From an optimization exercise on the open Yosys and OpenROAD flow, aimed at small area and a short achievable clock period; shortcuts taken in it are not production practice.
RTL that was checked went through simulation tests only; none was proved equivalent to the original.
Only the layout flow was run in run 2; the RTL was not checked for function there.

==> flow/design.v, too long to show whole: its modules and the start of the top module <==
// module sine_q: 66 lines
// module lockin_mul: 320 lines
// module xy_mul: 2170 lines
// module opo_locking: 398 lines
module opo_locking #(
	parameter integer CART_LENGTH = 24,
	parameter integer SINUSOID_LENGTH = 16,
	parameter integer ADC_LENGTH = 14,
	parameter integer COUNTER_LENGTH = 32,
	parameter integer UPPERBOUND_COUNTOUT = 15,
	parameter integer LOWERBOUND_COUNTOUT = 6
)(
input wire [ADC_LENGTH-1:0]adc_dat_a_i,
input wire [ADC_LENGTH-1:0]adc_dat_b_i,
input wire clk,
input wire user_cntr,
input wire rst,
input wire [COUNTER_LENGTH-1:0]inc_in,
input wire sinc_in,
output wire [CART_LENGTH-1:0]x_out,
output wire [CART_LENGTH-1:0]y_out,
output wire [SINUSOID_LENGTH-1:0]cos_out,
output wire [SINUSOID_LENGTH-1:0]sin_out
);
  // ...
==> flow/run.sh <==
#!/bin/bash
# synth_recipe.tcl (not shown) runs the flow's synth.tcl, then flattens the netlist and writes it again
# the make line also repeats each setting of config.mk as NAME=value (left out here)
make -C /OpenROAD-flow-scripts/flow DESIGN_CONFIG=/design/flow/config.mk WORK_HOME=/design/flow/orfs CLKGATE_MAP_FILE= SYNTH_SCRIPT=/design/flow/synth_recipe.tcl finish
==> flow/config.mk <==
export PLATFORM = sky130hd
export DESIGN_NAME = opo_locking
export DESIGN_NICKNAME = opo_locking
export VERILOG_FILES = /design/flow/design.v
export SDC_FILE = /design/flow/constraint.sdc
export NUM_CORES = 8
export LEC_CHECK = 0
export ABC_AREA = 1
export CAP_MARGIN = 20
export CORE_MARGIN = 2
export CORE_UTILIZATION = 40
export SLEW_MARGIN = 20
export SYNTH_MEMORY_MAX_BITS = 65536
==> flow/constraint.sdc <==
create_clock -name core_clock -period 11.0 [get_ports {clk}]
set_input_delay 2.2000 -clock core_clock [delete_from_list [all_inputs] [get_ports {clk}]]
set_output_delay 2.2000 -clock core_clock [all_outputs]
set_load 0.01 [all_outputs]
==> impl_metrics.env, run 1 <==
export IMPL_yosys_top_cells_count="1999 x inv_1, 1449 x nand2_1, 903 x xor2_1"
export IMPL_outcome="complete, no violations"
export IMPL_placed_cell_area_mm2=0.0828
export IMPL_clock_tree_area_fraction_pct=4.32
export IMPL_antenna_found_initial=8
export IMPL_period_needed_ps=5600
export IMPL_grt_use_met2_pct=45.8
export IMPL_crit_arrival_ps=6230
export IMPL_initialDrtViolationCount=8001
export IMPL_synth_top_cells_by_area="dfxtp_1 19%, fa_1 18%, xor2_1 10%, inv_1 9.5%, ha_1 7.1%"
export IMPL_grt_max_degree=96
export IMPL_hp_start="g2"
export IMPL_taps=2640
export IMPL_numPortBuffers=143
export IMPL_final_cell_mix="1997 x inv_1, 1445 x nand2_1, 903 x xor2_1, 777 x o22ai_1, 727 x fa_1"
export IMPL_cts_tree="done"
export IMPL_fillers=20029
export IMPL_ff2ff_setup_slack_ps=5400
export IMPL_cp_top_family="buffers and inverters"
export IMPL_cts_setup_buffers=0
export IMPL_dr_wl_met3_um=31600
export IMPL_synth_nets=11729
export IMPL_synthAdderAreaFrac_pct=25.5
export IMPL_finalHoldViolCount=0
export IMPL_synth_distinct_cells=57
export IMPL_rr_endpoint="xy_mul_inst.b_q997"
export IMPL_rsz0062_at_grt="false"
export IMPL_yosysWarnings=2
export IMPL_dr_max_layer_used="met5"
export IMPL_path_buf_inv=5
export IMPL_wire_per_inst_um=23.5
export IMPL_multi_input_area_mm2=0.0529
export IMPL_yosys_area_share_simple_pct=14.2
export IMPL_multi_input_gates=7053
export IMPL_holdPathStages=0
export IMPL_gr_usage_met1_pct=38.3
export IMPL_dp_hpwl_um=220000
==> module opo_locking, before the edit <==
module opo_locking #(
	parameter integer CART_LENGTH = 24,
	parameter integer SINUSOID_LENGTH = 16,
	parameter integer ADC_LENGTH = 14,
	parameter integer COUNTER_LENGTH = 32,
	parameter integer UPPERBOUND_COUNTOUT = 15,
	parameter integer LOWERBOUND_COUNTOUT = 6
)(
input wire [ADC_LENGTH-1:0]adc_dat_a_i,
input wire [ADC_LENGTH-1:0]adc_dat_b_i,
input wire clk,
input wire user_cntr,
input wire rst,
input wire [COUNTER_LENGTH-1:0]inc_in,
input wire sinc_in,
output wire [CART_LENGTH-1:0]x_out,
output wire [CART_LENGTH-1:0]y_out,
output wire [SINUSOID_LENGTH-1:0]cos_out,
output wire [SINUSOID_LENGTH-1:0]sin_out
);
genvar gi;
reg g1, g2, g3;
reg state;
always @(posedge clk or negedge rst) begin
	if (!rst) begin
		g1 <= 1'b0;
		state <= 1'b1;
	end else begin
		g1 <= 1'b1;
		state <= ~state;
	end
end
always @(posedge clk) begin
	g2 <= g1;
	g3 <= g2;
end
reg [13:0] adc_a, adc_b;
always @(posedge clk) begin
	adc_a <= {adc_dat_a_i[13], ~adc_dat_a_i[12:0]};
	adc_b <= {adc_dat_b_i[13], ~adc_dat_b_i[12:0]};
end
wire [13:0] sig_d = g1 ? (user_cntr ? adc_a : adc_b) : 14'd0;
wire [6:0] be_neg, be_one, be_two;
assign be_neg[0] = sig_d[1];
assign be_one[0] = sig_d[0] ^ 1'b0;
assign be_two[0] = (sig_d[1] & ~sig_d[0] & ~1'b0) | (~sig_d[1] & sig_d[0] & 1'b0);
assign be_neg[1] = sig_d[3];
assign be_one[1] = sig_d[2] ^ sig_d[1];
assign be_two[1] = (sig_d[3] & ~sig_d[2] & ~sig_d[1]) | (~sig_d[3] & sig_d[2] & sig_d[1]);
assign be_neg[2] = sig_d[5];
assign be_one[2] = sig_d[4] ^ sig_d[3];
assign be_two[2] = (sig_d[5] & ~sig_d[4] & ~sig_d[3]) | (~sig_d[5] & sig_d[4] & sig_d[3]);
assign be_neg[3] = sig_d[7];
assign be_one[3] = sig_d[6] ^ sig_d[5];
assign be_two[3] = (sig_d[7] & ~sig_d[6] & ~sig_d[5]) | (~sig_d[7] & sig_d[6] & sig_d[5]);
assign be_neg[4] = sig_d[9];
assign be_one[4] = sig_d[8] ^ sig_d[7];
assign be_two[4] = (sig_d[9] & ~sig_d[8] & ~sig_d[7]) | (~sig_d[9] & sig_d[8] & sig_d[7]);
assign be_neg[5] = sig_d[11];
assign be_one[5] = sig_d[10] ^ sig_d[9];
assign be_two[5] = (sig_d[11] & ~sig_d[10] & ~sig_d[9]) | (~sig_d[11] & sig_d[10] & sig_d[9]);
assign be_neg[6] = sig_d[13];
assign be_one[6] = sig_d[12] ^ sig_d[11];
assign be_two[6] = (sig_d[13] & ~sig_d[12] & ~sig_d[11]) | (~sig_d[13] & sig_d[12] & sig_d[11]);
reg [6:0] bd_neg, bd_one, bd_two;
always @(posedge clk) begin
	bd_neg <= be_neg;
	bd_one <= be_one;
	bd_two <= be_two;
end
reg [31:0] inc_q;
reg sd;
reg [31:0] c1;
always @(posedge clk) begin
	inc_q <= inc_in;
	sd <= sinc_in;
	if (sd | ~g1)
		c1 <= 32'd0;
	else
		c1 <= c1 + (g3 ? inc_q : 32'd0);
end
wire [9:0] idx = c1[31:22];
wire [14:0] t1, t2;
sine_q sine_q_inst (.a(idx[7:0]), .t1(t1), .t2(t2));
wire [14:0] mag_s = idx[8] ? t2 : t1;
wire [14:0] mag_c = idx[8] ? t1 : t2;
wire neg_s = idx[9];
wire neg_c = idx[9] ^ idx[8];
wire [15:0] sin_n = neg_s ? -{1'b0, mag_s} : {1'b0, mag_s};
wire [15:0] cos_n = neg_c ? -{1'b0, mag_c} : {1'b0, mag_c};
reg [15:0] sin_r, cos_r, sin_d, cos_d;
always @(posedge clk) begin
	sin_r <= sin_n;
	cos_r <= cos_n;
	sin_d <= sin_r;
	cos_d <= cos_r;
end
assign sin_out = sin_r;
assign cos_out = cos_r;
wire [23:0] xa, xb, ya, yb;
wire xc, yc;
lockin_mul mul_x (.bd_neg(bd_neg), .bd_one(bd_one), .bd_two(bd_two), .ref_i(sin_d), .a_hi(xa), .b_hi(xb), .c6(xc));
lockin_mul mul_y (.bd_neg(bd_neg), .bd_one(bd_one), .bd_two(bd_two), .ref_i(cos_d), .a_hi(ya), .b_hi(yb), .c6(yc));
reg [23:0] pxa, pxb, pya, pyb;
reg pxc, pyc;
always @(posedge clk) begin
	pxa <= xa; pxb <= xb; pxc <= xc;
	pya <= ya; pyb <= yb; pyc <= yc;
end
reg b1, b2;
always @(posedge clk) begin
	b1 <= c1[31];
	b2 <= b1;
end
wire cap = b2 & ~b1;           
wire cap_next = b1 & ~c1[31];  
reg [39:0] sum_x, sum_y;
reg clr;
always @(posedge clk or negedge rst) begin
	if (!rst) clr <= 1'b1;
	else clr <= cap_next;
end
wire [23:0] dsx = pxa + pxb + {23'd0, pxc};
wire [23:0] dsy = pya + pyb + {23'd0, pyc};
wire [39:0] dx = {{17{~dsx[23]}}, dsx[22:0]};
wire [39:0] dy = {{17{~dsy[23]}}, dsy[22:0]};
localparam [39:0] DOFF = 40'hFF_FF80_0000;  
wire ax_s1 = sum_x[0] ^ pxa[0];
wire ax_c2 = sum_x[0] & pxa[0];
wire ax_s3 = sum_x[1] ^ pxa[1];
wire ax_c4 = sum_x[1] & pxa[1];
wire ax_s5 = sum_x[2] ^ pxa[2];
wire ax_c6 = sum_x[2] & pxa[2];
wire ax_s7 = sum_x[3] ^ pxa[3];
wire ax_c8 = sum_x[3] & pxa[3];
wire ax_s9 = sum_x[4] ^ pxa[4];
wire ax_c10 = sum_x[4] & pxa[4];
wire ax_s11 = sum_x[5] ^ pxa[5];
wire ax_c12 = sum_x[5] & pxa[5];
wire ax_s13 = sum_x[6] ^ pxa[6];
wire ax_c14 = sum_x[6] & pxa[6];
wire ax_s15 = sum_x[7] ^ pxa[7];
wire ax_c16 = sum_x[7] & pxa[7];
wire ax_s17 = sum_x[8] ^ pxa[8];
wire ax_c18 = sum_x[8] & pxa[8];
wire ax_s19 = sum_x[9] ^ pxa[9];
wire ax_c20 = sum_x[9] & pxa[9];
wire ax_s21 = sum_x[10] ^ pxa[10];
wire ax_c22 = sum_x[10] & pxa[10];
wire ax_s23 = sum_x[11] ^ pxa[11];
wire ax_c24 = sum_x[11] & pxa[11];
wire ax_s25 = sum_x[12] ^ pxa[12];
wire ax_c26 = sum_x[12] & pxa[12];
wire ax_s27 = sum_x[13] ^ pxa[13];
wire ax_c28 = sum_x[13] & pxa[13];
wire ax_s29 = sum_x[14] ^ pxa[14];
wire ax_c30 = sum_x[14] & pxa[14];
wire ax_s31 = sum_x[15] ^ pxa[15];
wire ax_c32 = sum_x[15] & pxa[15];
wire ax_s33 = sum_x[16] ^ pxa[16];
wire ax_c34 = sum_x[16] & pxa[16];
wire ax_s35 = sum_x[17] ^ pxa[17];
wire ax_c36 = sum_x[17] & pxa[17];
wire ax_s37 = sum_x[18] ^ pxa[18];
wire ax_c38 = sum_x[18] & pxa[18];
wire ax_s39 = sum_x[19] ^ pxa[19];
wire ax_c40 = sum_x[19] & pxa[19];
wire ax_s41 = sum_x[20] ^ pxa[20];
wire ax_c42 = sum_x[20] & pxa[20];
wire ax_s43 = sum_x[21] ^ pxa[21];
wire ax_c44 = sum_x[21] & pxa[21];
wire ax_s45 = sum_x[22] ^ pxa[22];
wire ax_c46 = sum_x[22] & pxa[22];
wire ax_s47 = ~(sum_x[23] ^ pxa[23]);
wire ax_c48 = sum_x[23] | pxa[23];
wire ax_s49 = pxb[0] ^ pxc;
wire ax_c50 = pxb[0] & pxc;
wire ax_s51 = pxb[1] ^ ax_c2 ^ ax_s3;
wire ax_c52 = (pxb[1] & ax_c2) | (pxb[1] & ax_s3) | (ax_c2 & ax_s3);
wire ax_s53 = pxb[2] ^ ax_c4 ^ ax_s5;
wire ax_c54 = (pxb[2] & ax_c4) | (pxb[2] & ax_s5) | (ax_c4 & ax_s5);
wire ax_s55 = pxb[3] ^ ax_c6 ^ ax_s7;
wire ax_c56 = (pxb[3] & ax_c6) | (pxb[3] & ax_s7) | (ax_c6 & ax_s7);
wire ax_s57 = pxb[4] ^ ax_c8 ^ ax_s9;
wire ax_c58 = (pxb[4] & ax_c8) | (pxb[4] & ax_s9) | (ax_c8 & ax_s9);
wire ax_s59 = pxb[5] ^ ax_c10 ^ ax_s11;
wire ax_c60 = (pxb[5] & ax_c10) | (pxb[5] & ax_s11) | (ax_c10 & ax_s11);
wire ax_s61 = pxb[6] ^ ax_c12 ^ ax_s13;
wire ax_c62 = (pxb[6] & ax_c12) | (pxb[6] & ax_s13) | (ax_c12 & ax_s13);
wire ax_s63 = pxb[7] ^ ax_c14 ^ ax_s15;
wire ax_c64 = (pxb[7] & ax_c14) | (pxb[7] & ax_s15) | (ax_c14 & ax_s15);
wire ax_s65 = pxb[8] ^ ax_c16 ^ ax_s17;
wire ax_c66 = (pxb[8] & ax_c16) | (pxb[8] & ax_s17) | (ax_c16 & ax_s17);
wire ax_s67 = pxb[9] ^ ax_c18 ^ ax_s19;
wire ax_c68 = (pxb[9] & ax_c18) | (pxb[9] & ax_s19) | (ax_c18 & ax_s19);
wire ax_s69 = pxb[10] ^ ax_c20 ^ ax_s21;
wire ax_c70 = (pxb[10] & ax_c20) | (pxb[10] & ax_s21) | (ax_c20 & ax_s21);
wire ax_s71 = pxb[11] ^ ax_c22 ^ ax_s23;
wire ax_c72 = (pxb[11] & ax_c22) | (pxb[11] & ax_s23) | (ax_c22 & ax_s23);
wire ax_s73 = pxb[12] ^ ax_c24 ^ ax_s25;
wire ax_c74 = (pxb[12] & ax_c24) | (pxb[12] & ax_s25) | (ax_c24 & ax_s25);
wire ax_s75 = pxb[13] ^ ax_c26 ^ ax_s27;
wire ax_c76 = (pxb[13] & ax_c26) | (pxb[13] & ax_s27) | (ax_c26 & ax_s27);
wire ax_s77 = pxb[14] ^ ax_c28 ^ ax_s29;
wire ax_c78 = (pxb[14] & ax_c28) | (pxb[14] & ax_s29) | (ax_c28 & ax_s29);
wire ax_s79 = pxb[15] ^ ax_c30 ^ ax_s31;
wire ax_c80 = (pxb[15] & ax_c30) | (pxb[15] & ax_s31) | (ax_c30 & ax_s31);
wire ax_s81 = pxb[16] ^ ax_c32 ^ ax_s33;
wire ax_c82 = (pxb[16] & ax_c32) | (pxb[16] & ax_s33) | (ax_c32 & ax_s33);
wire ax_s83 = pxb[17] ^ ax_c34 ^ ax_s35;
wire ax_c84 = (pxb[17] & ax_c34) | (pxb[17] & ax_s35) | (ax_c34 & ax_s35);
wire ax_s85 = pxb[18] ^ ax_c36 ^ ax_s37;
wire ax_c86 = (pxb[18] & ax_c36) | (pxb[18] & ax_s37) | (ax_c36 & ax_s37);
wire ax_s87 = pxb[19] ^ ax_c38 ^ ax_s39;
wire ax_c88 = (pxb[19] & ax_c38) | (pxb[19] & ax_s39) | (ax_c38 & ax_s39);
wire ax_s89 = pxb[20] ^ ax_c40 ^ ax_s41;
wire ax_c90 = (pxb[20] & ax_c40) | (pxb[20] & ax_s41) | (ax_c40 & ax_s41);
wire ax_s91 = pxb[21] ^ ax_c42 ^ ax_s43;
wire ax_c92 = (pxb[21] & ax_c42) | (pxb[21] & ax_s43) | (ax_c42 & ax_s43);
wire ax_s93 = pxb[22] ^ ax_c44 ^ ax_s45;
wire ax_c94 = (pxb[22] & ax_c44) | (pxb[22] & ax_s45) | (ax_c44 & ax_s45);
wire ax_s95 = pxb[23] ^ ax_c46 ^ ax_s47;
wire ax_c96 = (pxb[23] & ax_c46) | (pxb[23] & ax_s47) | (ax_c46 & ax_s47);
wire ax_s97 = ~(sum_x[24] ^ ax_c48);
wire ax_c98 = sum_x[24] | ax_c48;
wire ax_s99 = ~sum_x[25];
wire ax_s100 = ~sum_x[26];
wire ax_s101 = ~sum_x[27];
wire ax_s102 = ~sum_x[28];
wire ax_s103 = ~sum_x[29];
wire ax_s104 = ~sum_x[30];
wire ax_s105 = ~sum_x[31];
wire ax_s106 = ~sum_x[32];
wire ax_s107 = ~sum_x[33];
wire ax_s108 = ~sum_x[34];
wire ax_s109 = ~sum_x[35];
wire ax_s110 = ~sum_x[36];
wire ax_s111 = ~sum_x[37];
wire ax_s112 = ~sum_x[38];
wire ax_s113 = ~sum_x[39];
wire [39:0] ax_ra = {sum_x[38], sum_x[37], sum_x[36], sum_x[35], sum_x[34], sum_x[33], sum_x[32], sum_x[31], sum_x[30], sum_x[29], sum_x[28], sum_x[27], sum_x[26], sum_x[25], ax_c98, ax_c96, ax_c94, ax_c92, ax_c90, ax_c88, ax_c86, ax_c84, ax_c82, ax_c80, ax_c78, ax_c76, ax_c74, ax_c72, ax_c70, ax_c68, ax_c66, ax_c64, ax_c62, ax_c60, ax_c58, ax_c56, ax_c54, ax_c52, ax_c50, ax_s49};
wire [39:0] ax_rb = {ax_s113, ax_s112, ax_s111, ax_s110, ax_s109, ax_s108, ax_s107, ax_s106, ax_s105, ax_s104, ax_s103, ax_s102, ax_s101, ax_s100, ax_s99, ax_s97, ax_s95, ax_s93, ax_s91, ax_s89, ax_s87, ax_s85, ax_s83, ax_s81, ax_s79, ax_s77, ax_s75, ax_s73, ax_s71, ax_s69, ax_s67, ax_s65, ax_s63, ax_s61, ax_s59, ax_s57, ax_s55, ax_s53, ax_s51, ax_s1};
wire [39:0] asum_x = ax_ra + ax_rb;
wire ay_s1 = sum_y[0] ^ pya[0];
wire ay_c2 = sum_y[0] & pya[0];
wire ay_s3 = sum_y[1] ^ pya[1];
wire ay_c4 = sum_y[1] & pya[1];
wire ay_s5 = sum_y[2] ^ pya[2];
wire ay_c6 = sum_y[2] & pya[2];
wire ay_s7 = sum_y[3] ^ pya[3];
wire ay_c8 = sum_y[3] & pya[3];
wire ay_s9 = sum_y[4] ^ pya[4];
wire ay_c10 = sum_y[4] & pya[4];
wire ay_s11 = sum_y[5] ^ pya[5];
wire ay_c12 = sum_y[5] & pya[5];
wire ay_s13 = sum_y[6] ^ pya[6];
wire ay_c14 = sum_y[6] & pya[6];
wire ay_s15 = sum_y[7] ^ pya[7];
wire ay_c16 = sum_y[7] & pya[7];
wire ay_s17 = sum_y[8] ^ pya[8];
wire ay_c18 = sum_y[8] & pya[8];
wire ay_s19 = sum_y[9] ^ pya[9];
wire ay_c20 = sum_y[9] & pya[9];
wire ay_s21 = sum_y[10] ^ pya[10];
wire ay_c22 = sum_y[10] & pya[10];
wire ay_s23 = sum_y[11] ^ pya[11];
wire ay_c24 = sum_y[11] & pya[11];
wire ay_s25 = sum_y[12] ^ pya[12];
wire ay_c26 = sum_y[12] & pya[12];
wire ay_s27 = sum_y[13] ^ pya[13];
wire ay_c28 = sum_y[13] & pya[13];
wire ay_s29 = sum_y[14] ^ pya[14];
wire ay_c30 = sum_y[14] & pya[14];
wire ay_s31 = sum_y[15] ^ pya[15];
wire ay_c32 = sum_y[15] & pya[15];
wire ay_s33 = sum_y[16] ^ pya[16];
wire ay_c34 = sum_y[16] & pya[16];
wire ay_s35 = sum_y[17] ^ pya[17];
wire ay_c36 = sum_y[17] & pya[17];
wire ay_s37 = sum_y[18] ^ pya[18];
wire ay_c38 = sum_y[18] & pya[18];
wire ay_s39 = sum_y[19] ^ pya[19];
wire ay_c40 = sum_y[19] & pya[19];
wire ay_s41 = sum_y[20] ^ pya[20];
wire ay_c42 = sum_y[20] & pya[20];
wire ay_s43 = sum_y[21] ^ pya[21];
wire ay_c44 = sum_y[21] & pya[21];
wire ay_s45 = sum_y[22] ^ pya[22];
wire ay_c46 = sum_y[22] & pya[22];
wire ay_s47 = ~(sum_y[23] ^ pya[23]);
wire ay_c48 = sum_y[23] | pya[23];
wire ay_s49 = pyb[0] ^ pyc;
wire ay_c50 = pyb[0] & pyc;
wire ay_s51 = pyb[1] ^ ay_c2 ^ ay_s3;
wire ay_c52 = (pyb[1] & ay_c2) | (pyb[1] & ay_s3) | (ay_c2 & ay_s3);
wire ay_s53 = pyb[2] ^ ay_c4 ^ ay_s5;
wire ay_c54 = (pyb[2] & ay_c4) | (pyb[2] & ay_s5) | (ay_c4 & ay_s5);
wire ay_s55 = pyb[3] ^ ay_c6 ^ ay_s7;
wire ay_c56 = (pyb[3] & ay_c6) | (pyb[3] & ay_s7) | (ay_c6 & ay_s7);
wire ay_s57 = pyb[4] ^ ay_c8 ^ ay_s9;
wire ay_c58 = (pyb[4] & ay_c8) | (pyb[4] & ay_s9) | (ay_c8 & ay_s9);
wire ay_s59 = pyb[5] ^ ay_c10 ^ ay_s11;
wire ay_c60 = (pyb[5] & ay_c10) | (pyb[5] & ay_s11) | (ay_c10 & ay_s11);
wire ay_s61 = pyb[6] ^ ay_c12 ^ ay_s13;
wire ay_c62 = (pyb[6] & ay_c12) | (pyb[6] & ay_s13) | (ay_c12 & ay_s13);
wire ay_s63 = pyb[7] ^ ay_c14 ^ ay_s15;
wire ay_c64 = (pyb[7] & ay_c14) | (pyb[7] & ay_s15) | (ay_c14 & ay_s15);
wire ay_s65 = pyb[8] ^ ay_c16 ^ ay_s17;
wire ay_c66 = (pyb[8] & ay_c16) | (pyb[8] & ay_s17) | (ay_c16 & ay_s17);
wire ay_s67 = pyb[9] ^ ay_c18 ^ ay_s19;
wire ay_c68 = (pyb[9] & ay_c18) | (pyb[9] & ay_s19) | (ay_c18 & ay_s19);
wire ay_s69 = pyb[10] ^ ay_c20 ^ ay_s21;
wire ay_c70 = (pyb[10] & ay_c20) | (pyb[10] & ay_s21) | (ay_c20 & ay_s21);
wire ay_s71 = pyb[11] ^ ay_c22 ^ ay_s23;
wire ay_c72 = (pyb[11] & ay_c22) | (pyb[11] & ay_s23) | (ay_c22 & ay_s23);
wire ay_s73 = pyb[12] ^ ay_c24 ^ ay_s25;
wire ay_c74 = (pyb[12] & ay_c24) | (pyb[12] & ay_s25) | (ay_c24 & ay_s25);
wire ay_s75 = pyb[13] ^ ay_c26 ^ ay_s27;
wire ay_c76 = (pyb[13] & ay_c26) | (pyb[13] & ay_s27) | (ay_c26 & ay_s27);
wire ay_s77 = pyb[14] ^ ay_c28 ^ ay_s29;
wire ay_c78 = (pyb[14] & ay_c28) | (pyb[14] & ay_s29) | (ay_c28 & ay_s29);
wire ay_s79 = pyb[15] ^ ay_c30 ^ ay_s31;
wire ay_c80 = (pyb[15] & ay_c30) | (pyb[15] & ay_s31) | (ay_c30 & ay_s31);
wire ay_s81 = pyb[16] ^ ay_c32 ^ ay_s33;
wire ay_c82 = (pyb[16] & ay_c32) | (pyb[16] & ay_s33) | (ay_c32 & ay_s33);
wire ay_s83 = pyb[17] ^ ay_c34 ^ ay_s35;
wire ay_c84 = (pyb[17] & ay_c34) | (pyb[17] & ay_s35) | (ay_c34 & ay_s35);
wire ay_s85 = pyb[18] ^ ay_c36 ^ ay_s37;
wire ay_c86 = (pyb[18] & ay_c36) | (pyb[18] & ay_s37) | (ay_c36 & ay_s37);
wire ay_s87 = pyb[19] ^ ay_c38 ^ ay_s39;
wire ay_c88 = (pyb[19] & ay_c38) | (pyb[19] & ay_s39) | (ay_c38 & ay_s39);
wire ay_s89 = pyb[20] ^ ay_c40 ^ ay_s41;
wire ay_c90 = (pyb[20] & ay_c40) | (pyb[20] & ay_s41) | (ay_c40 & ay_s41);
wire ay_s91 = pyb[21] ^ ay_c42 ^ ay_s43;
wire ay_c92 = (pyb[21] & ay_c42) | (pyb[21] & ay_s43) | (ay_c42 & ay_s43);
wire ay_s93 = pyb[22] ^ ay_c44 ^ ay_s45;
wire ay_c94 = (pyb[22] & ay_c44) | (pyb[22] & ay_s45) | (ay_c44 & ay_s45);
wire ay_s95 = pyb[23] ^ ay_c46 ^ ay_s47;
wire ay_c96 = (pyb[23] & ay_c46) | (pyb[23] & ay_s47) | (ay_c46 & ay_s47);
wire ay_s97 = ~(sum_y[24] ^ ay_c48);
wire ay_c98 = sum_y[24] | ay_c48;
wire ay_s99 = ~sum_y[25];
wire ay_s100 = ~sum_y[26];
wire ay_s101 = ~sum_y[27];
wire ay_s102 = ~sum_y[28];
wire ay_s103 = ~sum_y[29];
wire ay_s104 = ~sum_y[30];
wire ay_s105 = ~sum_y[31];
wire ay_s106 = ~sum_y[32];
wire ay_s107 = ~sum_y[33];
wire ay_s108 = ~sum_y[34];
wire ay_s109 = ~sum_y[35];
wire ay_s110 = ~sum_y[36];
wire ay_s111 = ~sum_y[37];
wire ay_s112 = ~sum_y[38];
wire ay_s113 = ~sum_y[39];
wire [39:0] ay_ra = {sum_y[38], sum_y[37], sum_y[36], sum_y[35], sum_y[34], sum_y[33], sum_y[32], sum_y[31], sum_y[30], sum_y[29], sum_y[28], sum_y[27], sum_y[26], sum_y[25], ay_c98, ay_c96, ay_c94, ay_c92, ay_c90, ay_c88, ay_c86, ay_c84, ay_c82, ay_c80, ay_c78, ay_c76, ay_c74, ay_c72, ay_c70, ay_c68, ay_c66, ay_c64, ay_c62, ay_c60, ay_c58, ay_c56, ay_c54, ay_c52, ay_c50, ay_s49};
wire [39:0] ay_rb = {ay_s113, ay_s112, ay_s111, ay_s110, ay_s109, ay_s108, ay_s107, ay_s106, ay_s105, ay_s104, ay_s103, ay_s102, ay_s101, ay_s100, ay_s99, ay_s97, ay_s95, ay_s93, ay_s91, ay_s89, ay_s87, ay_s85, ay_s83, ay_s81, ay_s79, ay_s77, ay_s75, ay_s73, ay_s71, ay_s69, ay_s67, ay_s65, ay_s63, ay_s61, ay_s59, ay_s57, ay_s55, ay_s53, ay_s51, ay_s1};
wire [39:0] asum_y = ay_ra + ay_rb;
wire [39:0] nsum_x = clr ? dx : asum_x;
wire [39:0] nsum_y = clr ? dy : asum_y;
reg [39:0] ox, oy;
always @(posedge clk) begin
	sum_x <= nsum_x;
	sum_y <= nsum_y;
	if (~g1) ox <= 40'd0; else if (cap_next) ox <= nsum_x;
	if (~g1) oy <= 40'd0; else if (cap) oy <= sum_y;
end
reg [7:0] stn;  
always @(posedge clk or negedge rst) begin
	if (!rst) stn <= 8'd0;
	else stn <= ~stn;
end
wire [39:0] mx;
generate for (gi = 0; gi < 40; gi = gi + 1) begin : g_mx
	assign mx[gi] = stn[gi / 5] ? oy[gi] : ox[gi];
end endgenerate
wire [22:0] p;
xy_mul xy_mul_inst (.clk(clk), .x(mx), .inc(inc_q), .p(p));
reg [22:0] hx, hy;
always @(posedge clk) begin
	if (state) hx <= p; else hy <= p;
end
reg [29:0] fx, fy;
wire [29:0] nfx = fx + {{7{hx[22]}}, hx} - {{6{fx[29]}}, fx[29:6]};
wire [29:0] nfy = fy + {{7{hy[22]}}, hy} - {{6{fy[29]}}, fy[29:6]};
always @(posedge clk) begin
	if (~g1) begin
		fx <= 30'd0;
		fy <= 30'd0;
	end else if (state) begin
		fx <= nfx;
		fy <= nfy;
	end
end
assign x_out = fx[29:6];
assign y_out = fy[29:6];
endmodule
==> run 2: changes to the inputs <==
--- a/flow/design.v
+++ b/flow/design.v
@@ -383,17 +383,17 @@
   assign c6 = lo[6];
   assign a_hi = ra[29:6];
   assign b_hi = rb[29:6];
 endmodule
 module xy_mul (
   input wire clk,
   input wire [39:0] x,
   input wire [31:0] inc,
-  output reg [22:0] p
+  output wire [22:0] p
 );
   wire [15:0] id_neg, id_one, id_two;
   assign id_neg[0] = inc[1];
   assign id_one[0] = inc[0] ^ 1'b0;
   assign id_two[0] = (inc[1] & ~inc[0] & ~1'b0) | (~inc[1] & inc[0] & 1'b0);
   assign id_neg[1] = inc[3];
   assign id_one[1] = inc[2] ^ inc[1];
   assign id_two[1] = (inc[3] & ~inc[2] & ~inc[1]) | (~inc[3] & inc[2] & inc[1]);
@@ -2547,17 +2547,17 @@
   wire b_c1297 = (b_q1081 & b_c1187) | (b_q1081 & b_s1188) | (b_c1187 & b_s1188);
   wire b_s1298 = b_q1085 ^ b_c1189 ^ b_s1190;
   wire b_c1299 = (b_q1085 & b_c1189) | (b_q1085 & b_s1190) | (b_c1189 & b_s1190);
   wire b_s1300 = b_q1089 ^ b_c1191 ^ b_s1192;
   wire b_c1301 = (b_q1089 & b_c1191) | (b_q1089 & b_s1192) | (b_c1191 & b_s1192);
   wire [55:0] ra = {b_c1299, b_c1297, b_c1295, b_c1293, b_c1291, b_c1289, b_c1287, b_c1285, b_c1283, b_c1281, b_c1279, b_c1277, b_c1275, b_c1273, b_c1271, b_c1269, b_c1267, b_c1265, b_c1263, b_c1261, b_c1259, b_c1257, b_c1255, b_c1253, b_c1251, b_c1249, b_c1247, b_c1245, b_c1243, b_c1241, b_c1239, b_c1237, b_c1235, b_c1233, b_c1231, b_c1229, b_c1227, b_c1225, b_c1223, b_c1221, b_c1219, b_c1217, b_c1215, b_c1213, b_c1211, b_c1209, b_c1207, b_c1205, b_c1203, b_c1201, b_c1199, b_c1197, b_c1195, b_s1194, b_q877, b_q875};
   wire [55:0] rb = {b_s1300, b_s1298, b_s1296, b_s1294, b_s1292, b_s1290, b_s1288, b_s1286, b_s1284, b_s1282, b_s1280, b_s1278, b_s1276, b_s1274, b_s1272, b_s1270, b_s1268, b_s1266, b_s1264, b_s1262, b_s1260, b_s1258, b_s1256, b_s1254, b_s1252, b_s1250, b_s1248, b_s1246, b_s1244, b_s1242, b_s1240, b_s1238, b_s1236, b_s1234, b_s1232, b_s1230, b_s1228, b_s1226, b_s1224, b_s1222, b_s1220, b_s1218, b_s1216, b_s1214, b_s1212, b_s1210, b_s1208, b_s1206, b_s1204, b_s1202, b_s1200, b_s1198, b_s1196, b_q880, 1'b0, b_q876};
   wire [55:0] s = ra + rb;
-  always @(posedge clk) p <= s[55:33];
+  assign p = s[55:33];
 endmodule
 module opo_locking #(
 	parameter integer CART_LENGTH = 24,
 	parameter integer SINUSOID_LENGTH = 16,
 	parameter integer ADC_LENGTH = 14,
 	parameter integer COUNTER_LENGTH = 32,
 	parameter integer UPPERBOUND_COUNTOUT = 15,
 	parameter integer LOWERBOUND_COUNTOUT = 6
@@ -2665,75 +2665,75 @@
 end
 reg b1, b2;
 always @(posedge clk) begin
 	b1 <= c1[31];
 	b2 <= b1;
 end
 wire cap = b2 & ~b1;           
 wire cap_next = b1 & ~c1[31];  
-reg [39:0] sum_x, sum_y;
 reg clr;
 always @(posedge clk or negedge rst) begin
 	if (!rst) clr <= 1'b1;
 	else clr <= cap_next;
 end
-wire [23:0] dsx = pxa + pxb + {23'd0, pxc};
-wire [23:0] dsy = pya + pyb + {23'd0, pyc};
-wire [39:0] dx = {{17{~dsx[23]}}, dsx[22:0]};
-wire [39:0] dy = {{17{~dsy[23]}}, dsy[22:0]};
-localparam [39:0] DOFF = 40'hFF_FF80_0000;  
-wire ax_s1 = sum_x[0] ^ pxa[0];
-wire ax_c2 = sum_x[0] & pxa[0];
-wire ax_s3 = sum_x[1] ^ pxa[1];
-wire ax_c4 = sum_x[1] & pxa[1];
-wire ax_s5 = sum_x[2] ^ pxa[2];
-wire ax_c6 = sum_x[2] & pxa[2];
-wire ax_s7 = sum_x[3] ^ pxa[3];
-wire ax_c8 = sum_x[3] & pxa[3];
-wire ax_s9 = sum_x[4] ^ pxa[4];
-wire ax_c10 = sum_x[4] & pxa[4];
-wire ax_s11 = sum_x[5] ^ pxa[5];
-wire ax_c12 = sum_x[5] & pxa[5];
-wire ax_s13 = sum_x[6] ^ pxa[6];
-wire ax_c14 = sum_x[6] & pxa[6];
-wire ax_s15 = sum_x[7] ^ pxa[7];
-wire ax_c16 = sum_x[7] & pxa[7];
-wire ax_s17 = sum_x[8] ^ pxa[8];
-wire ax_c18 = sum_x[8] & pxa[8];
-wire ax_s19 = sum_x[9] ^ pxa[9];
-wire ax_c20 = sum_x[9] & pxa[9];
-wire ax_s21 = sum_x[10] ^ pxa[10];
-wire ax_c22 = sum_x[10] & pxa[10];
-wire ax_s23 = sum_x[11] ^ pxa[11];
-wire ax_c24 = sum_x[11] & pxa[11];
-wire ax_s25 = sum_x[12] ^ pxa[12];
-wire ax_c26 = sum_x[12] & pxa[12];
-wire ax_s27 = sum_x[13] ^ pxa[13];
-wire ax_c28 = sum_x[13] & pxa[13];
-wire ax_s29 = sum_x[14] ^ pxa[14];
-wire ax_c30 = sum_x[14] & pxa[14];
-wire ax_s31 = sum_x[15] ^ pxa[15];
-wire ax_c32 = sum_x[15] & pxa[15];
-wire ax_s33 = sum_x[16] ^ pxa[16];
-wire ax_c34 = sum_x[16] & pxa[16];
-wire ax_s35 = sum_x[17] ^ pxa[17];
-wire ax_c36 = sum_x[17] & pxa[17];
-wire ax_s37 = sum_x[18] ^ pxa[18];
-wire ax_c38 = sum_x[18] & pxa[18];
-wire ax_s39 = sum_x[19] ^ pxa[19];
-wire ax_c40 = sum_x[19] & pxa[19];
-wire ax_s41 = sum_x[20] ^ pxa[20];
-wire ax_c42 = sum_x[20] & pxa[20];
-wire ax_s43 = sum_x[21] ^ pxa[21];
-wire ax_c44 = sum_x[21] & pxa[21];
-wire ax_s45 = sum_x[22] ^ pxa[22];
-wire ax_c46 = sum_x[22] & pxa[22];
-wire ax_s47 = ~(sum_x[23] ^ pxa[23]);
-wire ax_c48 = sum_x[23] | pxa[23];
+reg [39:0] sum_x, sum_y;
+wire [39:0] base_x, base_y;
+generate for (gi = 0; gi < 40; gi = gi + 1) begin : g_base
+	assign base_x[gi] = ~clr & sum_x[gi];
+	assign base_y[gi] = ~clr & sum_y[gi];
+end endgenerate
+wire ax_s1 = base_x[0] ^ pxa[0];
+wire ax_c2 = base_x[0] & pxa[0];
+wire ax_s3 = base_x[1] ^ pxa[1];
+wire ax_c4 = base_x[1] & pxa[1];
+wire ax_s5 = base_x[2] ^ pxa[2];
+wire ax_c6 = base_x[2] & pxa[2];
+wire ax_s7 = base_x[3] ^ pxa[3];
+wire ax_c8 = base_x[3] & pxa[3];
+wire ax_s9 = base_x[4] ^ pxa[4];
+wire ax_c10 = base_x[4] & pxa[4];
+wire ax_s11 = base_x[5] ^ pxa[5];
+wire ax_c12 = base_x[5] & pxa[5];
+wire ax_s13 = base_x[6] ^ pxa[6];
+wire ax_c14 = base_x[6] & pxa[6];
+wire ax_s15 = base_x[7] ^ pxa[7];
+wire ax_c16 = base_x[7] & pxa[7];
+wire ax_s17 = base_x[8] ^ pxa[8];
+wire ax_c18 = base_x[8] & pxa[8];
+wire ax_s19 = base_x[9] ^ pxa[9];
+wire ax_c20 = base_x[9] & pxa[9];
+wire ax_s21 = base_x[10] ^ pxa[10];
+wire ax_c22 = base_x[10] & pxa[10];
+wire ax_s23 = base_x[11] ^ pxa[11];
+wire ax_c24 = base_x[11] & pxa[11];
+wire ax_s25 = base_x[12] ^ pxa[12];
+wire ax_c26 = base_x[12] & pxa[12];
+wire ax_s27 = base_x[13] ^ pxa[13];
+wire ax_c28 = base_x[13] & pxa[13];
+wire ax_s29 = base_x[14] ^ pxa[14];
+wire ax_c30 = base_x[14] & pxa[14];
+wire ax_s31 = base_x[15] ^ pxa[15];
+wire ax_c32 = base_x[15] & pxa[15];
+wire ax_s33 = base_x[16] ^ pxa[16];
+wire ax_c34 = base_x[16] & pxa[16];
+wire ax_s35 = base_x[17] ^ pxa[17];
+wire ax_c36 = base_x[17] & pxa[17];
+wire ax_s37 = base_x[18] ^ pxa[18];
+wire ax_c38 = base_x[18] & pxa[18];
+wire ax_s39 = base_x[19] ^ pxa[19];
+wire ax_c40 = base_x[19] & pxa[19];
+wire ax_s41 = base_x[20] ^ pxa[20];
+wire ax_c42 = base_x[20] & pxa[20];
+wire ax_s43 = base_x[21] ^ pxa[21];
+wire ax_c44 = base_x[21] & pxa[21];
+wire ax_s45 = base_x[22] ^ pxa[22];
+wire ax_c46 = base_x[22] & pxa[22];
+wire ax_s47 = ~(base_x[23] ^ pxa[23]);
+wire ax_c48 = base_x[23] | pxa[23];
 wire ax_s49 = pxb[0] ^ pxc;
 wire ax_c50 = pxb[0] & pxc;
 wire ax_s51 = pxb[1] ^ ax_c2 ^ ax_s3;
 wire ax_c52 = (pxb[1] & ax_c2) | (pxb[1] & ax_s3) | (ax_c2 & ax_s3);
 wire ax_s53 = pxb[2] ^ ax_c4 ^ ax_s5;
 wire ax_c54 = (pxb[2] & ax_c4) | (pxb[2] & ax_s5) | (ax_c4 & ax_s5);
 wire ax_s55 = pxb[3] ^ ax_c6 ^ ax_s7;
 wire ax_c56 = (pxb[3] & ax_c6) | (pxb[3] & ax_s7) | (ax_c6 & ax_s7);
@@ -2772,84 +2772,84 @@
 wire ax_s89 = pxb[20] ^ ax_c40 ^ ax_s41;
 wire ax_c90 = (pxb[20] & ax_c40) | (pxb[20] & ax_s41) | (ax_c40 & ax_s41);
 wire ax_s91 = pxb[21] ^ ax_c42 ^ ax_s43;
 wire ax_c92 = (pxb[21] & ax_c42) | (pxb[21] & ax_s43) | (ax_c42 & ax_s43);
 wire ax_s93 = pxb[22] ^ ax_c44 ^ ax_s45;
 wire ax_c94 = (pxb[22] & ax_c44) | (pxb[22] & ax_s45) | (ax_c44 & ax_s45);
 wire ax_s95 = pxb[23] ^ ax_c46 ^ ax_s47;
 wire ax_c96 = (pxb[23] & ax_c46) | (pxb[23] & ax_s47) | (ax_c46 & ax_s47);
-wire ax_s97 = ~(sum_x[24] ^ ax_c48);
-wire ax_c98 = sum_x[24] | ax_c48;
-wire ax_s99 = ~sum_x[25];
-wire ax_s100 = ~sum_x[26];
-wire ax_s101 = ~sum_x[27];
-wire ax_s102 = ~sum_x[28];
-wire ax_s103 = ~sum_x[29];
-wire ax_s104 = ~sum_x[30];
-wire ax_s105 = ~sum_x[31];
-wire ax_s106 = ~sum_x[32];
-wire ax_s107 = ~sum_x[33];
-wire ax_s108 = ~sum_x[34];
-wire ax_s109 = ~sum_x[35];
-wire ax_s110 = ~sum_x[36];
-wire ax_s111 = ~sum_x[37];
-wire ax_s112 = ~sum_x[38];
-wire ax_s113 = ~sum_x[39];
-wire [39:0] ax_ra = {sum_x[38], sum_x[37], sum_x[36], sum_x[35], sum_x[34], sum_x[33], sum_x[32], sum_x[31], sum_x[30], sum_x[29], sum_x[28], sum_x[27], sum_x[26], sum_x[25], ax_c98, ax_c96, ax_c94, ax_c92, ax_c90, ax_c88, ax_c86, ax_c84, ax_c82, ax_c80, ax_c78, ax_c76, ax_c74, ax_c72, ax_c70, ax_c68, ax_c66, ax_c64, ax_c62, ax_c60, ax_c58, ax_c56, ax_c54, ax_c52, ax_c50, ax_s49};
+wire ax_s97 = ~(base_x[24] ^ ax_c48);
+wire ax_c98 = base_x[24] | ax_c48;
+wire ax_s99 = ~base_x[25];
+wire ax_s100 = ~base_x[26];
+wire ax_s101 = ~base_x[27];
+wire ax_s102 = ~base_x[28];
+wire ax_s103 = ~base_x[29];
+wire ax_s104 = ~base_x[30];
+wire ax_s105 = ~base_x[31];
+wire ax_s106 = ~base_x[32];
+wire ax_s107 = ~base_x[33];
+wire ax_s108 = ~base_x[34];
+wire ax_s109 = ~base_x[35];
+wire ax_s110 = ~base_x[36];
+wire ax_s111 = ~base_x[37];
+wire ax_s112 = ~base_x[38];
+wire ax_s113 = ~base_x[39];
+wire [39:0] ax_ra = {base_x[38], base_x[37], base_x[36], base_x[35], base_x[34], base_x[33], base_x[32], base_x[31], base_x[30], base_x[29], base_x[28], base_x[27], base_x[26], base_x[25], ax_c98, ax_c96, ax_c94, ax_c92, ax_c90, ax_c88, ax_c86, ax_c84, ax_c82, ax_c80, ax_c78, ax_c76, ax_c74, ax_c72, ax_c70, ax_c68, ax_c66, ax_c64, ax_c62, ax_c60, ax_c58, ax_c56, ax_c54, ax_c52, ax_c50, ax_s49};
 wire [39:0] ax_rb = {ax_s113, ax_s112, ax_s111, ax_s110, ax_s109, ax_s108, ax_s107, ax_s106, ax_s105, ax_s104, ax_s103, ax_s102, ax_s101, ax_s100, ax_s99, ax_s97, ax_s95, ax_s93, ax_s91, ax_s89, ax_s87, ax_s85, ax_s83, ax_s81, ax_s79, ax_s77, ax_s75, ax_s73, ax_s71, ax_s69, ax_s67, ax_s65, ax_s63, ax_s61, ax_s59, ax_s57, ax_s55, ax_s53, ax_s51, ax_s1};
 wire [39:0] asum_x = ax_ra + ax_rb;
-wire ay_s1 = sum_y[0] ^ pya[0];
-wire ay_c2 = sum_y[0] & pya[0];
-wire ay_s3 = sum_y[1] ^ pya[1];
-wire ay_c4 = sum_y[1] & pya[1];
-wire ay_s5 = sum_y[2] ^ pya[2];
-wire ay_c6 = sum_y[2] & pya[2];
-wire ay_s7 = sum_y[3] ^ pya[3];
-wire ay_c8 = sum_y[3] & pya[3];
-wire ay_s9 = sum_y[4] ^ pya[4];
-wire ay_c10 = sum_y[4] & pya[4];
-wire ay_s11 = sum_y[5] ^ pya[5];
-wire ay_c12 = sum_y[5] & pya[5];
-wire ay_s13 = sum_y[6] ^ pya[6];
-wire ay_c14 = sum_y[6] & pya[6];
-wire ay_s15 = sum_y[7] ^ pya[7];
-wire ay_c16 = sum_y[7] & pya[7];
-wire ay_s17 = sum_y[8] ^ pya[8];
-wire ay_c18 = sum_y[8] & pya[8];
-wire ay_s19 = sum_y[9] ^ pya[9];
-wire ay_c20 = sum_y[9] & pya[9];
-wire ay_s21 = sum_y[10] ^ pya[10];
-wire ay_c22 = sum_y[10] & pya[10];
-wire ay_s23 = sum_y[11] ^ pya[11];
-wire ay_c24 = sum_y[11] & pya[11];
-wire ay_s25 = sum_y[12] ^ pya[12];
-wire ay_c26 = sum_y[12] & pya[12];
-wire ay_s27 = sum_y[13] ^ pya[13];
-wire ay_c28 = sum_y[13] & pya[13];
-wire ay_s29 = sum_y[14] ^ pya[14];
-wire ay_c30 = sum_y[14] & pya[14];
-wire ay_s31 = sum_y[15] ^ pya[15];
-wire ay_c32 = sum_y[15] & pya[15];
-wire ay_s33 = sum_y[16] ^ pya[16];
-wire ay_c34 = sum_y[16] & pya[16];
-wire ay_s35 = sum_y[17] ^ pya[17];
-wire ay_c36 = sum_y[17] & pya[17];
-wire ay_s37 = sum_y[18] ^ pya[18];
-wire ay_c38 = sum_y[18] & pya[18];
-wire ay_s39 = sum_y[19] ^ pya[19];
-wire ay_c40 = sum_y[19] & pya[19];
-wire ay_s41 = sum_y[20] ^ pya[20];
-wire ay_c42 = sum_y[20] & pya[20];
-wire ay_s43 = sum_y[21] ^ pya[21];
-wire ay_c44 = sum_y[21] & pya[21];
-wire ay_s45 = sum_y[22] ^ pya[22];
-wire ay_c46 = sum_y[22] & pya[22];
-wire ay_s47 = ~(sum_y[23] ^ pya[23]);
-wire ay_c48 = sum_y[23] | pya[23];
+wire ay_s1 = base_y[0] ^ pya[0];
+wire ay_c2 = base_y[0] & pya[0];
+wire ay_s3 = base_y[1] ^ pya[1];
+wire ay_c4 = base_y[1] & pya[1];
+wire ay_s5 = base_y[2] ^ pya[2];
+wire ay_c6 = base_y[2] & pya[2];
+wire ay_s7 = base_y[3] ^ pya[3];
+wire ay_c8 = base_y[3] & pya[3];
+wire ay_s9 = base_y[4] ^ pya[4];
+wire ay_c10 = base_y[4] & pya[4];
+wire ay_s11 = base_y[5] ^ pya[5];
+wire ay_c12 = base_y[5] & pya[5];
+wire ay_s13 = base_y[6] ^ pya[6];
+wire ay_c14 = base_y[6] & pya[6];
+wire ay_s15 = base_y[7] ^ pya[7];
+wire ay_c16 = base_y[7] & pya[7];
+wire ay_s17 = base_y[8] ^ pya[8];
+wire ay_c18 = base_y[8] & pya[8];
+wire ay_s19 = base_y[9] ^ pya[9];
+wire ay_c20 = base_y[9] & pya[9];
+wire ay_s21 = base_y[10] ^ pya[10];
+wire ay_c22 = base_y[10] & pya[10];
+wire ay_s23 = base_y[11] ^ pya[11];
+wire ay_c24 = base_y[11] & pya[11];
+wire ay_s25 = base_y[12] ^ pya[12];
+wire ay_c26 = base_y[12] & pya[12];
+wire ay_s27 = base_y[13] ^ pya[13];
+wire ay_c28 = base_y[13] & pya[13];
+wire ay_s29 = base_y[14] ^ pya[14];
+wire ay_c30 = base_y[14] & pya[14];
+wire ay_s31 = base_y[15] ^ pya[15];
+wire ay_c32 = base_y[15] & pya[15];
+wire ay_s33 = base_y[16] ^ pya[16];
+wire ay_c34 = base_y[16] & pya[16];
+wire ay_s35 = base_y[17] ^ pya[17];
+wire ay_c36 = base_y[17] & pya[17];
+wire ay_s37 = base_y[18] ^ pya[18];
+wire ay_c38 = base_y[18] & pya[18];
+wire ay_s39 = base_y[19] ^ pya[19];
+wire ay_c40 = base_y[19] & pya[19];
+wire ay_s41 = base_y[20] ^ pya[20];
+wire ay_c42 = base_y[20] & pya[20];
+wire ay_s43 = base_y[21] ^ pya[21];
+wire ay_c44 = base_y[21] & pya[21];
+wire ay_s45 = base_y[22] ^ pya[22];
+wire ay_c46 = base_y[22] & pya[22];
+wire ay_s47 = ~(base_y[23] ^ pya[23]);
+wire ay_c48 = base_y[23] | pya[23];
 wire ay_s49 = pyb[0] ^ pyc;
 wire ay_c50 = pyb[0] & pyc;
 wire ay_s51 = pyb[1] ^ ay_c2 ^ ay_s3;
 wire ay_c52 = (pyb[1] & ay_c2) | (pyb[1] & ay_s3) | (ay_c2 & ay_s3);
 wire ay_s53 = pyb[2] ^ ay_c4 ^ ay_s5;
 wire ay_c54 = (pyb[2] & ay_c4) | (pyb[2] & ay_s5) | (ay_c4 & ay_s5);
 wire ay_s55 = pyb[3] ^ ay_c6 ^ ay_s7;
 wire ay_c56 = (pyb[3] & ay_c6) | (pyb[3] & ay_s7) | (ay_c6 & ay_s7);
@@ -2888,59 +2888,67 @@
 wire ay_s89 = pyb[20] ^ ay_c40 ^ ay_s41;
 wire ay_c90 = (pyb[20] & ay_c40) | (pyb[20] & ay_s41) | (ay_c40 & ay_s41);
 wire ay_s91 = pyb[21] ^ ay_c42 ^ ay_s43;
 wire ay_c92 = (pyb[21] & ay_c42) | (pyb[21] & ay_s43) | (ay_c42 & ay_s43);
 wire ay_s93 = pyb[22] ^ ay_c44 ^ ay_s45;
 wire ay_c94 = (pyb[22] & ay_c44) | (pyb[22] & ay_s45) | (ay_c44 & ay_s45);
 wire ay_s95 = pyb[23] ^ ay_c46 ^ ay_s47;
 wire ay_c96 = (pyb[23] & ay_c46) | (pyb[23] & ay_s47) | (ay_c46 & ay_s47);
-wire ay_s97 = ~(sum_y[24] ^ ay_c48);
-wire ay_c98 = sum_y[24] | ay_c48;
-wire ay_s99 = ~sum_y[25];
-wire ay_s100 = ~sum_y[26];
-wire ay_s101 = ~sum_y[27];
-wire ay_s102 = ~sum_y[28];
-wire ay_s103 = ~sum_y[29];
-wire ay_s104 = ~sum_y[30];
-wire ay_s105 = ~sum_y[31];
-wire ay_s106 = ~sum_y[32];
-wire ay_s107 = ~sum_y[33];
-wire ay_s108 = ~sum_y[34];
-wire ay_s109 = ~sum_y[35];
-wire ay_s110 = ~sum_y[36];
-wire ay_s111 = ~sum_y[37];
-wire ay_s112 = ~sum_y[38];
-wire ay_s113 = ~sum_y[39];
-wire [39:0] ay_ra = {sum_y[38], sum_y[37], sum_y[36], sum_y[35], sum_y[34], sum_y[33], sum_y[32], sum_y[31], sum_y[30], sum_y[29], sum_y[28], sum_y[27], sum_y[26], sum_y[25], ay_c98, ay_c96, ay_c94, ay_c92, ay_c90, ay_c88, ay_c86, ay_c84, ay_c82, ay_c80, ay_c78, ay_c76, ay_c74, ay_c72, ay_c70, ay_c68, ay_c66, ay_c64, ay_c62, ay_c60, ay_c58, ay_c56, ay_c54, ay_c52, ay_c50, ay_s49};
+wire ay_s97 = ~(base_y[24] ^ ay_c48);
+wire ay_c98 = base_y[24] | ay_c48;
+wire ay_s99 = ~base_y[25];
+wire ay_s100 = ~base_y[26];
+wire ay_s101 = ~base_y[27];
+wire ay_s102 = ~base_y[28];
+wire ay_s103 = ~base_y[29];
+wire ay_s104 = ~base_y[30];
+wire ay_s105 = ~base_y[31];
+wire ay_s106 = ~base_y[32];
+wire ay_s107 = ~base_y[33];
+wire ay_s108 = ~base_y[34];
+wire ay_s109 = ~base_y[35];
+wire ay_s110 = ~base_y[36];
+wire ay_s111 = ~base_y[37];
+wire ay_s112 = ~base_y[38];
+wire ay_s113 = ~base_y[39];
+wire [39:0] ay_ra = {base_y[38], base_y[37], base_y[36], base_y[35], base_y[34], base_y[33], base_y[32], base_y[31], base_y[30], base_y[29], base_y[28], base_y[27], base_y[26], base_y[25], ay_c98, ay_c96, ay_c94, ay_c92, ay_c90, ay_c88, ay_c86, ay_c84, ay_c82, ay_c80, ay_c78, ay_c76, ay_c74, ay_c72, ay_c70, ay_c68, ay_c66, ay_c64, ay_c62, ay_c60, ay_c58, ay_c56, ay_c54, ay_c52, ay_c50, ay_s49};
 wire [39:0] ay_rb = {ay_s113, ay_s112, ay_s111, ay_s110, ay_s109, ay_s108, ay_s107, ay_s106, ay_s105, ay_s104, ay_s103, ay_s102, ay_s101, ay_s100, ay_s99, ay_s97, ay_s95, ay_s93, ay_s91, ay_s89, ay_s87, ay_s85, ay_s83, ay_s81, ay_s79, ay_s77, ay_s75, ay_s73, ay_s71, ay_s69, ay_s67, ay_s65, ay_s63, ay_s61, ay_s59, ay_s57, ay_s55, ay_s53, ay_s51, ay_s1};
 wire [39:0] asum_y = ay_ra + ay_rb;
-wire [39:0] nsum_x = clr ? dx : asum_x;
-wire [39:0] nsum_y = clr ? dy : asum_y;
-reg [39:0] ox, oy;
+wire [39:0] nsum_x = asum_x;
+wire [39:0] nsum_y = asum_y;
+reg [39:0] oy;
 always @(posedge clk) begin
 	sum_x <= nsum_x;
 	sum_y <= nsum_y;
-	if (~g1) ox <= 40'd0; else if (cap_next) ox <= nsum_x;
 	if (~g1) oy <= 40'd0; else if (cap) oy <= sum_y;
 end
-reg [7:0] stn;  
-always @(posedge clk or negedge rst) begin
-	if (!rst) stn <= 8'd0;
-	else stn <= ~stn;
+reg selx;      
+reg capd1, capd2;
+always @(posedge clk) begin
+	selx <= cap_next;
+	capd1 <= cap;
+	capd2 <= capd1;
 end
-wire [39:0] mx;
-generate for (gi = 0; gi < 40; gi = gi + 1) begin : g_mx
-	assign mx[gi] = stn[gi / 5] ? oy[gi] : ox[gi];
-end endgenerate
+wire [39:0] mx = selx ? sum_x : oy;
 wire [22:0] p;
 xy_mul xy_mul_inst (.clk(clk), .x(mx), .inc(inc_q), .p(p));
-reg [22:0] hx, hy;
+reg [22:0] q1x, q1y, hx, hy;
 always @(posedge clk) begin
-	if (state) hx <= p; else hy <= p;
+	if (~g1) begin
+		q1x <= 23'd0;
+		q1y <= 23'd0;
+		hx <= 23'd0;
+		hy <= 23'd0;
+	end else begin
+		if (capd1) q1x <= p;
+		if (capd2) q1y <= p;
+		if (state) hx <= q1x;
+		if (~state) hy <= q1y;
+	end
 end
 reg [29:0] fx, fy;
 wire [29:0] nfx = fx + {{7{hx[22]}}, hx} - {{6{fx[29]}}, fx[29:6]};
 wire [29:0] nfy = fy + {{7{hy[22]}}, hy} - {{6{fy[29]}}, fy[29:6]};
 always @(posedge clk) begin
 	if (~g1) begin
 		fx <= 30'd0;
 		fy <= 30'd0;
==> flow/flow/run.sh (new file) <==
#!/bin/bash
set -euo pipefail
bash standard.sh SETUP_SLACK_MARGIN=7.2 MATCH_CELL_FOOTPRINT=0 "BUFFER_PORTS_ARGS=-buffer_cell sky130_fd_sc_hd__buf_4" finish > standard_make.log 2>&1
==> flow/standard.sh (new file) <==
#!/bin/bash
# synth_recipe.tcl (not shown) runs the flow's synth.tcl, then flattens the netlist and writes it again
# the make line also repeats each setting of config.mk as NAME=value (left out here)
make -C /OpenROAD-flow-scripts/flow DESIGN_CONFIG=/design/flow/config.mk WORK_HOME=/design/flow/orfs CLKGATE_MAP_FILE= SYNTH_SCRIPT=/design/flow/synth_recipe.tcl "${@:-finish}"
removed: flow/run.sh
==> run 2 against run 1 <==
Wire length down 2.1%. Design area down 0.47%. Worst setup slack better by 1800 ps. Flip-flop and latch count down 22. Non-clock buffer count up 137. Critical path depth unchanged.
==> impl_metrics.env, run 2 <==
export IMPL_outcome="complete, no violations"
export IMPL_dr_wl_met3_um=30200
export IMPL_areaGrowthSynthToFinish_pct=13.4
export IMPL_initialDrtViolationCount=7466
export IMPL_worstMarginPinSlew_ps=1130
export IMPL_wl_um=299000
export IMPL_slew_headroom_pct=24.6
export IMPL_fin_ws_ps=7230
export IMPL_wl_met1_um=119000
export IMPL_gp_congestion=0.998
export IMPL_yosys_cell_count_top_type="inv_1"
export IMPL_remaining_drc_errors=0
export IMPL_ff2ff_setup_slack_ps=7230
export IMPL_htree_levels=3
export IMPL_tns_ps=0
export IMPL_design_die_area_mm2=0.193
export IMPL_cpMostUsedCell="fa_1"
export IMPL_num_rows=159
export IMPL_synth_area_mm2=0.0760
export IMPL_rsz0062_at_grt="true"
export IMPL_path_class="reg2reg"
export IMPL_hold_class="reg2reg"
export IMPL_start_util_pct=40.4
export IMPL_layout_commonest_cell="inv_1"
export IMPL_first_pass_iters=9
export IMPL_yosys_top_cells_count="1933 x inv_1, 1291 x nand2_1, 921 x xor2_1"
export IMPL_grt_pass1_vias=69443
export IMPL_grt_max_degree=99
export IMPL_cp_max_fo=16
export IMPL_fp_coreArea_mm2=0.188
export IMPL_final_cell_mix="1907 x inv_1, 1268 x nand2_1, 909 x xor2_1, 754 x o22ai_1, 744 x dfxtp_1"
export IMPL_fmax_mhz=265
export IMPL_synth_edf_count=0
export IMPL_rr_endpoint="xy_mul_inst.b_q1037"
export IMPL_yosysSeqAreaShare_pct=20.3
export IMPL_wire_per_inst_um=24.0
export IMPL_finalSetupViolCount=0
export IMPL_numCtsBuffers=96
export IMPL_place_inst=12163
export IMPL_path_cells="buf_12 > inv_8 > nor2_2 > o21ai_4 > clkbuf_16 > buf_4 > o22ai_4 > xor2_2 > fa_1 > fa_1 > inv_1 > fa_2 > fa_1"
export IMPL_fp_dieW_um=440
export IMPL_fin_crit_sh_pct=34.3
export IMPL_cp_num_cells=13
export IMPL_reg_largest_list="oy x40, sum_x x40, sum_y x40"
export IMPL_overflow=0
export IMPL_cpPeakStageDelay_ps=520
export IMPL_fin_nets=11124
export IMPL_cp_end_kind="flop"
export IMPL_clock_sinks=769
export IMPL_cts_root_buf="clkbuf_16"
export IMPL_dr_wl_met2_um=133000
export IMPL_dr_max_layer_used="met5"
export IMPL_synthFlopType="dfxtp_1"
export IMPL_path_clk_slew_ps=70
export IMPL_cts_tree="done"
export IMPL_grt_pass1_wl_um=442000
export IMPL_ant_nets=0
export IMPL_rr_worst_depth=13
export IMPL_holdPathStages=0
export IMPL_numPortBuffers=143
export IMPL_synth_top_cells_by_area="dfxtp_1 20%, fa_1 19%, xor2_1 11%, inv_1 9.6%, ha_1 6.9%"
export IMPL_yosysWarnings=2
export IMPL_required_ps=11630
export IMPL_synth_top_area_share_pct=20.2
export IMPL_vias=70006
export IMPL_die_height_um=440
export IMPL_cts_buffer_depth=3
export IMPL_antenna_found_initial=10
export IMPL_maxSlewViolCount=0
export IMPL_slowest_stage="fa_2"
export IMPL_holdPathEnd="g3"
export IMPL_finalHoldViolCount=0
export IMPL_rr_startpoint="inc_q[7]"
export IMPL_clock_skew_ps=67.0
export IMPL_cp_top_family="adder cells"
export IMPL_path_buf_inv=5
export IMPL_avgSynthCellArea_um2=7.59
export IMPL_ys_ff_latch=769
export IMPL_track_usage_pct=30.0
export IMPL_fin_cells=12500
export IMPL_ioPinCount=144
export IMPL_period_needed_ps=3770
export IMPL_syn_inst=10003
export IMPL_synth_distinct_cells=57
export IMPL_post_place_ws_ps=6080
export IMPL_dp_hpwl_um=209000
export IMPL_routed_via_density=5.60
export IMPL_synth_nets=11206
export IMPL_clock_latency_ps=790
export IMPL_critPathLaunchType="flop"
export IMPL_design_area_mm2=0.0861
export IMPL_drive_gt1_share_pct=10.2
export IMPL_yosys_area_top_type="dfxtp_1"
export IMPL_async_flop_share_pct=0.390
export IMPL_crit_arrival_ps=4400
export IMPL_hp_start="g2"
export IMPL_placed_cell_area_mm2=0.0787
export IMPL_cap_violations=0
-- run 2: cell types whose count changed in the layout (fill, tap and decap cells not counted), moves of 32 or more --
cell,previous run,this run
nand2_1,1445,1268
buf_4,147,304
o21ai_0,542,391
clkdlybuf4s50_1,143,0
a21oi_1,563,469
inv_1,1997,1907
ha_1,452,372
nor2_1,672,594
edfxtp_1,46,0
buf_12,1,45
a21oi_2,2,45
buf_6,0,35
o21ai_2,13,46
nor2_2,5,37
-- run 2: logic make-up after synthesis --
group                    Yosys count  share of synthesized area (%)
AO/OA/AOI/OAI                   2010                           15.3
XOR/XNOR                         987                           11.4
adder cells (fa/ha/maj)         1139                           25.9
buffers and inverters           2584                           13.4
flip-flops                       769                           20.3
multiplexers                       6                         0.0824
other                              1                        0.00494
AND/OR/NAND/NOR                 2507                           13.6
-- run 2: layout make-up --
type	instances	area, um^2
diodes	5	12.5
clock buffers	119	2590
clock inverters	58	747
fillers	18792	102000
inverters	1969	7520
multi-input cells	6653	52100
flip-flops and latches	769	15500
well taps	2495	3120
repair buffers	429	4600
repair inverters	3	17.5
-- run 2: repair_timing --
action / in CTS / in global routing
pin swaps: 16 / 70
cloned: 26 / 11
setup endpoints to repair: 304 / 192
hold buffers: 0 / 0
setup buffers: 59 / 58
resized for setup: 288 / 289
-- run 2: how the worst max path moves through the flow --
stage,endpoint,start,slack [ps]
floorplan,xy_mul_inst.b_q1021,selx,7200
global placement,sum_x[32],clr,6070
detailed placement,sum_x[32],clr,6080
CTS,q1x[16],xy_mul_inst.b_q1055,7030
global route,sum_x[33],clr,7110
finish,xy_mul_inst.b_q1037,inc_q[7],7230
-- run 2: per-stage QoR --
step	utilization [%]	hold WS (ps)
after floorplan	-	310
after global placement	41.8	319
after detailed placement	41.8	314
after CTS	44.7	296
after global routing	45.8	294
final	45.8	298
-- run 2: per-layer routing --
metal | vias up | track usage [%]
met1 | 33567 | 38.3
li1 | 31543 | -
met4 | 12 | 15.1
met5 | - | 0
met2 | 3836 | 47.3
met3 | 1048 | 7.26

## static timing again, ports no longer ideal
In the flow no input, the clock included, has a driving cell. The finished layouts below were timed again as built, in two steps.
Step 1 (the two cells are an assumption about what drives the block):
set clk [get_ports {clk}]
set_driving_cell -lib_cell sky130_fd_sc_hd__clkbuf_16 $clk
set_driving_cell -lib_cell sky130_fd_sc_hd__buf_2 [delete_from_list [all_inputs] $clk]
Step 2 moves the port delays by t, midway between the first and last clock arrival at a register: inputs arrive t later, outputs are due t later. That takes back most of the time a late clock gives input paths.
a / b / c = no drivers / after step 1 / after step 2; a / b = the first two.
run	t, ns	slack for setup (ns)	hold WS [ns]	worst setup path after step 2
run 1	0.843	5.403 / 5.403 / 5.403	0.335 / 0.335 / 0.335	register to register
run 2	0.834	7.232 / 7.232 / 7.153	0.298 / 0.298 / 0.298	input to register
After both steps setup and hold are still met in every run listed. For run 2, which loses most, drivers alone change the setup slack by 0.000 ns; drivers and shift together by -0.079 ns.
